Background: an optimization exercise with open tools, aiming at small area and a short achievable clock period. Do not read the settings as production practice. At most, simulation tests tie the RTL to the original design; equivalence was not proved. Power is estimated from default activity; no workload was simulated.

==> flow/design.v <==
module bowling(clock, reset, calculate_score, pin_count, roll, score);
input clock;
input reset;
input calculate_score;
input [3:0] pin_count;
input roll;
output [8:0] score;
reg [8:0] score;
reg [3:0] e [0:10];
reg [3:0] o [0:10];
reg [4:0] diff;           
reg ph;                   
reg [4:0] s01;            
reg st;                   
reg [3:0] cc;             
wire [3:0] a = ph ? o[0] : e[0];
wire [3:0] b = ph ? e[0] : o[0];
wire [3:0] c = cc;
wire [3:0] d = ph ? e[1] : o[1];
wire [3:0] f = ph ? o[2] : e[2];
wire bon = st || (s01 == 5'd10);
wire [8:0] score_next = score + s01 + (bon ? c : 4'd0);
wire calc = calculate_score && !roll;
wire shift_e = calc && !(ph && st);
wire shift_o = calc && !(!ph && st);
wire wr_o = roll && (ph ^ diff[0]);
wire wr_e = roll && !(ph ^ diff[0]);
wire head = (diff[4:1] == 4'd0);
wire [4:0] s01_r = pin_count + (diff[0] ? a : b);
wire st_r = diff[0] ? st : (pin_count == 4'd10);
wire [3:0] a_c = st ? b : c;
wire [4:0] s01_c = c + (st ? b : d);
wire st_c = (a_c == 4'd10);
wire [3:0] cc_c = st ? d : f;
wire [4:0] diff_r = diff + 5'd1;
wire [4:0] diff_c = st ? diff - 5'd1 : diff - 5'd2;
integer i;
reg we, wo;
always @(posedge clock) begin
   for (i = 0; i < 11; i = i + 1) begin
      we = wr_e && (diff[4:1] == i);
      wo = wr_o && (diff[4:1] == i);
      e[i] <= ({4{we}} & pin_count)
            | ({4{shift_e}} & ((i < 10) ? e[i+1] : e[i]))
            | ({4{!we && !shift_e}} & e[i]);
      o[i] <= ({4{wo}} & pin_count)
            | ({4{shift_o}} & ((i < 10) ? o[i+1] : o[i]))
            | ({4{!wo && !shift_o}} & o[i]);
   end
end
wire up_r = roll && head;
wire up_c = calc;
always @(posedge clock) begin
   s01 <= ({5{up_r}} & s01_r) | ({5{up_c}} & s01_c) | ({5{!up_r && !up_c}} & s01);
   st <= (up_r & st_r) | (up_c & st_c) | (!up_r && !up_c && st);
   cc <= ({4{roll && diff == 5'd2}} & pin_count) | ({4{up_c}} & cc_c)
       | ({4{!(roll && diff == 5'd2) && !up_c}} & cc);
end
always @(posedge clock) begin
   if (reset) begin
      score <= 0;
      diff <= 0;
      ph <= 0;
   end
   else if (roll)
      diff <= diff_r;
   else if (calculate_score) begin
      score <= score_next;
      diff <= diff_c;
      ph <= ph ^ st;
   end
end
endmodule
export LEC_CHECK = 0
export CAP_MARGIN = 20
export CORE_MARGIN = 2
export CORE_UTILIZATION = 40
export SETUP_SLACK_MARGIN = 2.4
export SLEW_MARGIN = 20
create_clock -name core_clock -period 5.0 [get_ports {clock}]
standard.sh (not shown) runs the stock make flow with config.mk's settings and CLKGATE_MAP_FILE= SYNTH_SCRIPT=/design/flow/synth_recipe.tcl, a recipe that flattens the netlist after the stock synthesis.
==> flow/flow/run.sh <==
#!/bin/bash
# The standard layout (standard.sh) with two changes: each port is buffered
# by buf_2 rather than the cell buffer_ports picks by default, and clock tree
# synthesis inserts no dummy loads. ORFS keeps each step's log under
# orfs/logs; make's own output goes to make.log.
set -euo pipefail
export BUFFER_PORTS_ARGS="-buffer_cell sky130_fd_sc_hd__buf_2"
export CTS_ARGS="-sink_clustering_enable -repair_clock_nets -buf_list {sky130_fd_sc_hd__clkbuf_4 sky130_fd_sc_hd__clkbuf_8} -dont_use_dummy_load"
bash standard.sh > make.log 2>&1
The baseline completed with no timing, DRC or antenna violations.
Rerun with:
==> flow/design.v (replaced) <==
module bowling(clock, reset, calculate_score, pin_count, roll, score);
input clock;
input reset;
input calculate_score;
input [3:0] pin_count;
input roll;
output [8:0] score;
reg [8:0] score;
reg [3:0] e [0:10];
reg [3:0] o [0:10];
reg [4:0] diff;           
reg ph;                   
reg [4:0] s01x;           
reg phc;                  
reg st;                   
wire [3:0] a = ph ? o[0] : e[0];
wire [3:0] b = ph ? e[0] : o[0];
wire [3:0] c = phc ? o[1] : e[1];
wire [3:0] d = ph ? e[1] : o[1];
wire [4:0] s01 = s01x ^ 5'd10;
wire bon = st || (s01x == 5'd0);
wire [8:0] score_next = score + s01 + (bon ? c : 4'd0);
wire calc = calculate_score && !roll;
wire shift_e = calc && !(ph && st);
wire shift_o = calc && !(!ph && st);
wire wr_o = roll && (ph ^ diff[0]);
wire wr_e = roll && !(ph ^ diff[0]);
wire head = (diff[4:1] == 4'd0);
wire [4:0] s01_r = pin_count + (diff[0] ? a : b);
wire st_r = diff[0] ? st : (pin_count == 4'd10);
wire [3:0] a_c = st ? b : c;
wire [4:0] s01_c = c + (st ? b : d);
wire st_c = (a_c == 4'd10);
wire [4:0] diff_n = diff + (roll ? 5'd1 : {4'hf, st});
integer i;
reg we, wo;
always @(posedge clock) begin
   for (i = 0; i < 11; i = i + 1) begin
      we = wr_e && (diff[4:1] == i);
      wo = wr_o && (diff[4:1] == i);
      e[i] <= ({4{we}} & pin_count)
            | ({4{shift_e}} & ((i < 10) ? e[i+1] : e[i]))
            | ({4{!we && !shift_e}} & e[i]);
      o[i] <= ({4{wo}} & pin_count)
            | ({4{shift_o}} & ((i < 10) ? o[i+1] : o[i]))
            | ({4{!wo && !shift_o}} & o[i]);
   end
end
wire up_r = roll && head;
wire up_c = calc;
always @(posedge clock) begin
   s01x <= ({5{up_r}} & (s01_r ^ 5'd10)) | ({5{up_c}} & (s01_c ^ 5'd10))
         | ({5{!up_r && !up_c}} & s01x);
   st <= (up_r & st_r) | (up_c & st_c) | (!up_r && !up_c && st);
end
always @(posedge clock) begin
   if (reset) begin
      score <= 0;
      diff <= 0;
      ph <= 0;
      phc <= 0;
   end
   else if (roll || calculate_score) begin
      diff <= diff_n;
      if (!roll) begin
         score <= score_next;
         ph <= ph ^ st;
         phc <= phc ^ st;
      end
   end
end
endmodule
What happened: Power went up by 7.5%. Cell area went down by 6.7%. Routed wire length fell by 12%. Worst setup slack gets worse by 0.29 ns. Register-to-register slack got worse by 0.29 ns. Non-clock buffer count rises by 1. Via count drops by 5.4%. Die area goes down by 5.1%. Maximum frequency shrinks by 9.9%. Clock-buffer cell count decreases by 8. Area after synthesis drops by 5.3%. Core utilization drops by 0.84 points. Global-route usage is lower by 1.4 points. Hold slack improves by 0.0054 ns.
No functional check of the RTL was part of any run of this note.

========
bowling, a different RTL version from the one above (not shown whole).
For scale: about 110 flip-flops, about 5500 sq um of cells after synthesis.
==> module bowling, before the edit <==
module bowling(clock, reset, calculate_score, pin_count, roll, score);
input clock;
input reset;
input calculate_score;
input [3:0] pin_count;
input roll;
output [8:0] score;
reg [8:0] score;
reg [3:0] e [0:10];
reg [3:0] o [0:10];
reg [4:0] diff;           
reg ph;                   
reg [4:0] s01;            
reg st;                   
wire [3:0] a = ph ? o[0] : e[0];
wire [3:0] b = ph ? e[0] : o[0];
wire [3:0] c = ph ? o[1] : e[1];
wire [3:0] d = ph ? e[1] : o[1];
wire bon = st || (s01 == 5'd10);
wire [8:0] score_next = score + s01 + (bon ? c : 4'd0);
wire calc = calculate_score && !roll;
wire shift_e = calc && !(ph && st);
wire shift_o = calc && !(!ph && st);
wire wr_o = roll && (ph ^ diff[0]);
wire wr_e = roll && !(ph ^ diff[0]);
wire head = (diff[4:1] == 4'd0);
wire [4:0] s01_r = pin_count + (diff[0] ? a : b);
wire st_r = diff[0] ? st : (pin_count == 4'd10);
wire [3:0] a_c = st ? b : c;
wire [4:0] s01_c = c + (st ? b : d);
wire st_c = (a_c == 4'd10);
wire [4:0] diff_n = diff + (roll ? 5'd1 : {4'hf, st});
integer i;
reg we, wo;
always @(posedge clock) begin
   for (i = 0; i < 11; i = i + 1) begin
      we = wr_e && (diff[4:1] == i);
      wo = wr_o && (diff[4:1] == i);
      e[i] <= ({4{we}} & pin_count)
            | ({4{shift_e}} & ((i < 10) ? e[i+1] : e[i]))
            | ({4{!we && !shift_e}} & e[i]);
      o[i] <= ({4{wo}} & pin_count)
            | ({4{shift_o}} & ((i < 10) ? o[i+1] : o[i]))
            | ({4{!wo && !shift_o}} & o[i]);
   end
end
wire up_r = roll && head;
wire up_c = calc;
always @(posedge clock) begin
   s01 <= ({5{up_r}} & s01_r) | ({5{up_c}} & s01_c) | ({5{!up_r && !up_c}} & s01);
   st <= (up_r & st_r) | (up_c & st_c) | (!up_r && !up_c && st);
end
always @(posedge clock) begin
   if (reset || calc)
      score <= score_next & {9{!reset}};
   if (reset) begin
      diff <= 0;
      ph <= 0;
   end
   else if (roll || calculate_score) begin
      diff <= diff_n;
      if (!roll)
         ph <= ph ^ st;
   end
end
endmodule
Settings: LEC_CHECK=0, CAP_MARGIN=20, CORE_MARGIN=2, CORE_UTILIZATION=40, SETUP_SLACK_MARGIN=2.4, SLEW_MARGIN=20; clock period 5.0 ns.
Scripts as last shown in full above: flow/flow/run.sh
==> next run, changes <==
--- a/flow/design.v
+++ b/flow/design.v
@@ -17,7 +17,8 @@
 wire [3:0] c = ph ? o[1] : e[1];
 wire [3:0] d = ph ? e[1] : o[1];
 wire bon = st || (s01 == 5'd10);
-wire [8:0] score_next = score + s01 + (bon ? c : 4'd0);
+wire [3:0] m = ({4{bon && ph}} & o[1]) | ({4{bon && !ph}} & e[1]);
+wire [8:0] score_next = score + s01 + m;
 wire calc = calculate_score && !roll;
 wire shift_e = calc && !(ph && st);
 wire shift_o = calc && !(!ph && st);
@@ -29,7 +30,8 @@
 wire [3:0] a_c = st ? b : c;
 wire [4:0] s01_c = c + (st ? b : d);
 wire st_c = (a_c == 4'd10);
-wire [4:0] diff_n = diff + (roll ? 5'd1 : {4'hf, st});
+wire [4:0] diff_r = diff + 5'd1;
+wire [4:0] diff_c = st ? diff - 5'd1 : diff - 5'd2;
 integer i;
 reg we, wo;
 always @(posedge clock) begin
@@ -37,10 +39,10 @@
       we = wr_e && (diff[4:1] == i);
       wo = wr_o && (diff[4:1] == i);
       e[i] <= ({4{we}} & pin_count)
-            | ({4{shift_e}} & ((i < 10) ? e[i+1] : e[i]))
+            | ({4{shift_e}} & ((i < 10) ? e[i+1] : 4'd0))
             | ({4{!we && !shift_e}} & e[i]);
       o[i] <= ({4{wo}} & pin_count)
-            | ({4{shift_o}} & ((i < 10) ? o[i+1] : o[i]))
+            | ({4{shift_o}} & ((i < 10) ? o[i+1] : 4'd0))
             | ({4{!wo && !shift_o}} & o[i]);
    end
 end
@@ -51,16 +53,17 @@
    st <= (up_r & st_r) | (up_c & st_c) | (!up_r && !up_c && st);
 end
 always @(posedge clock) begin
-   if (reset || calc)
-      score <= score_next & {9{!reset}};
    if (reset) begin
+      score <= 0;
       diff <= 0;
       ph <= 0;
    end
-   else if (roll || calculate_score) begin
-      diff <= diff_n;
-      if (!roll)
-         ph <= ph ^ st;
+   else if (roll)
+      diff <= diff_r;
+   else if (calculate_score) begin
+      score <= score_next;
+      diff <= diff_c;
+      ph <= ph ^ st;
    end
 end
 endmodule
Result: Via count rose by a few percent. Utilization is higher by 0.25 points. Sequential cell count is unchanged. Global-route usage came out higher by 1.2 points. Die area came out lower slightly. Total power came out lower by a quarter to a third. Area after synthesis is lower slightly. Worst hold slack gains 3.7 ps. Setup slack gains 110 ps.
Function was not checked in any run of this note: the RTL went through the layout flow alone.

========
== 02-05 ==
bowling, a different RTL version from the one above (not shown whole).
Size in the first run: ~580 cells after synthesis, ~110 flip-flops.
==> module bowling, before the edit <==
module bowling(clock, reset, calculate_score, pin_count, roll, score);
input clock;
input reset;
input calculate_score;
input [3:0] pin_count;
input roll;
output [8:0] score;
reg [8:0] score;
reg [3:0] e [0:10];
reg [3:0] o [0:10];
reg [4:0] diff;           
reg ph;                   
reg [4:0] s01;            
reg st;                   
reg bon;                  
wire [3:0] a = ph ? o[0] : e[0];
wire [3:0] b = ph ? e[0] : o[0];
wire [3:0] c = ph ? o[1] : e[1];
wire [3:0] d = ph ? e[1] : o[1];
wire [8:0] score_next = score + s01 + (bon ? c : 4'd0);
wire calc = calculate_score && !roll;
wire shift_e = calc && !(ph && st);
wire shift_o = calc && !(!ph && st);
wire wr_o = roll && (ph ^ diff[0]);
wire wr_e = roll && !(ph ^ diff[0]);
wire head = (diff[4:1] == 4'd0);
wire [4:0] s01_r = pin_count + (diff[0] ? a : b);
wire st_r = diff[0] ? st : (pin_count == 4'd10);
wire bon_r = st_r || (s01_r == 5'd10);
wire [3:0] a_c = st ? b : c;
wire [4:0] s01_c = c + (st ? b : d);
wire st_c = (a_c == 4'd10);
wire bon_c = st_c || (s01_c == 5'd10);
wire [4:0] diff_r = diff + 5'd1;
wire [4:0] diff_c = st ? diff - 5'd1 : diff - 5'd2;
integer i;
reg we, wo;
always @(posedge clock) begin
   for (i = 0; i < 11; i = i + 1) begin
      we = wr_e && (diff[4:1] == i);
      wo = wr_o && (diff[4:1] == i);
      e[i] <= ({4{we}} & pin_count)
            | ({4{shift_e}} & ((i < 10) ? e[i+1] : 4'd0))
            | ({4{!we && !shift_e}} & e[i]);
      o[i] <= ({4{wo}} & pin_count)
            | ({4{shift_o}} & ((i < 10) ? o[i+1] : 4'd0))
            | ({4{!wo && !shift_o}} & o[i]);
   end
end
wire up_r = roll && head;
wire up_c = calc;
always @(posedge clock) begin
   s01 <= ({5{up_r}} & s01_r) | ({5{up_c}} & s01_c) | ({5{!up_r && !up_c}} & s01);
   st <= (up_r & st_r) | (up_c & st_c) | (!up_r && !up_c && st);
   bon <= (up_r & bon_r) | (up_c & bon_c) | (!up_r && !up_c && bon);
end
always @(posedge clock) begin
   if (reset) begin
      score <= 0;
      diff <= 0;
      ph <= 0;
   end
   else if (roll)
      diff <= diff_r;
   else if (calculate_score) begin
      score <= score_next;
      diff <= diff_c;
      ph <= ph ^ st;
   end
end
endmodule
==> flow/config.mk <==
export PLATFORM = sky130hd
export DESIGN_NAME = bowling
export DESIGN_NICKNAME = bowling
export VERILOG_FILES = /design/flow/design.v
export SDC_FILE = /design/flow/constraint.sdc
export NUM_CORES = 4
export LEC_CHECK = 0
export CAP_MARGIN = 20
export CORE_MARGIN = 2
export CORE_UTILIZATION = 40
export SETUP_SLACK_MARGIN = 2.4
export SLEW_MARGIN = 20
==> flow/constraint.sdc <==
create_clock -name core_clock -period 5.0 [get_ports {clock}]
set_input_delay 1.0000 -clock core_clock [delete_from_list [all_inputs] [get_ports {clock}]]
set_output_delay 1.0000 -clock core_clock [all_outputs]
set_load 0.01 [all_outputs]
Scripts as last shown in full above: flow/flow/run.sh
For 03-26, these inputs were changed with respect to 02-05:
==> flow/design.v <==
module bowling(clock, reset, calculate_score, pin_count, roll, score);
input clock;
input reset;
input calculate_score;
input [3:0] pin_count;
input roll;
output [8:0] score;
reg [8:0] score;
reg [3:0] e [0:10];
reg [3:0] o [0:10];
reg [3:0] q;              
reg bw;                   
reg ph;                   
reg [4:0] s01;            
reg st;                   
wire [3:0] a = ph ? o[0] : e[0];
wire [3:0] b = ph ? e[0] : o[0];
wire [3:0] c = ph ? o[1] : e[1];
wire [3:0] d = ph ? e[1] : o[1];
wire bon = st || (s01 == 5'd10);
wire [8:0] score_next = score + s01 + (bon ? c : 4'd0);
wire calc = calculate_score && !roll;
wire shift_e = calc && !(ph && st);
wire shift_o = calc && !(!ph && st);
wire wr_o = roll && bw;
wire wr_e = roll && !bw;
wire d0 = bw ^ ph;        
wire head = (q == 4'd0);
wire [4:0] s01_r = pin_count + (bw ? e[0] : o[0]);
wire st_r = d0 ? st : (pin_count == 4'd10);
wire [3:0] a_c = st ? b : c;
wire [4:0] s01_c = c + (st ? b : d);
wire st_c = (a_c == 4'd10);
wire [3:0] q_n = q + (roll ? {3'b0, d0} : (st && d0) ? 4'd0 : 4'hf);
integer i;
reg we, wo;
always @(posedge clock) begin
   for (i = 0; i < 11; i = i + 1) begin
      we = wr_e && (q == i);
      wo = wr_o && (q == i);
      e[i] <= ({4{we}} & pin_count)
            | ({4{shift_e}} & ((i < 10) ? e[i+1] : e[i]))
            | ({4{!we && !shift_e}} & e[i]);
      o[i] <= ({4{wo}} & pin_count)
            | ({4{shift_o}} & ((i < 10) ? o[i+1] : o[i]))
            | ({4{!wo && !shift_o}} & o[i]);
   end
end
wire up_r = roll && head;
wire up_c = calc;
always @(posedge clock) begin
   s01 <= ({5{up_r}} & s01_r) | ({5{up_c}} & s01_c) | ({5{!up_r && !up_c}} & s01);
   st <= (up_r & st_r) | (up_c & st_c) | (!up_r && !up_c && st);
end
always @(posedge clock) begin
   if (reset) begin
      score <= 0;
      q <= 0;
      bw <= 0;
      ph <= 0;
   end
   else if (roll || calculate_score) begin
      q <= q_n;
      if (roll)
         bw <= !bw;
      else begin
         score <= score_next;
         ph <= ph ^ st;
      end
   end
end
endmodule
## What came out
Looking at internal cell power, 03-26 sits 6.1% higher than 02-05 does. Compared with 02-05, 03-26 shows initial core utilization higher by 0.53 points. Measured against each other, 03-26 and 02-05 differ in flip-flop and latch power, the higher figure coming from 03-26. Re count of vias placed by the detailed router: 02-05 was higher than 03-26. On setup slack after layout, 03-26 does worse than 02-05. Across both runs, hold slack was higher for 03-26 than for 02-05. Changes observed in 03-26 relative to 02-05: area enclosed by the die boundary now larger, share of the clock period used by the worst path now larger, worst hold path stage count now smaller.
For 03-26, only the layout was checked, not whether the RTL still works.

==> what the ideal ports hide <==
The results above use ideal ports. As a check the final layouts listed here were re-extracted and re-timed, cells and wires unchanged. Step 1: set_driving_cell puts a clkbuf_16 on clock and a buf_2 on each other input, an assumption about the parent block. Step 2 adds t to the input delays and takes it off the output delays; t is the mean of the earliest and latest rising clock arrival at the registers after step 1. Input paths then give back, and output paths get back, about the clock's delay inside the block. Three values: ideal ports, drivers, drivers and shift; two values: the first two.
run | t, ns | setup slack, ns | worst setup path after step 2
the first run of note 1 | 0.469 | 2.337 / 2.337 / 2.201 | input to register
the second run of note 1 | 0.413 | 2.045 / 2.045 / 2.045 | register to register
the first run of note 2 | 0.412 | 2.248 / 2.248 / 2.198 | input to register
the second run of note 2 | 0.406 | 2.355 / 2.355 / 2.192 | input to register
02-05 | 0.411 | 2.313 / 2.313 / 2.078 | input to register
03-26 | 0.403 | 2.256 / 2.256 / 2.256 | register to register
After both steps setup and hold are still met in every run listed. The setup slack of 02-05, which loses most, moves by 0.000 ns with the drivers and by -0.235 ns with both steps.
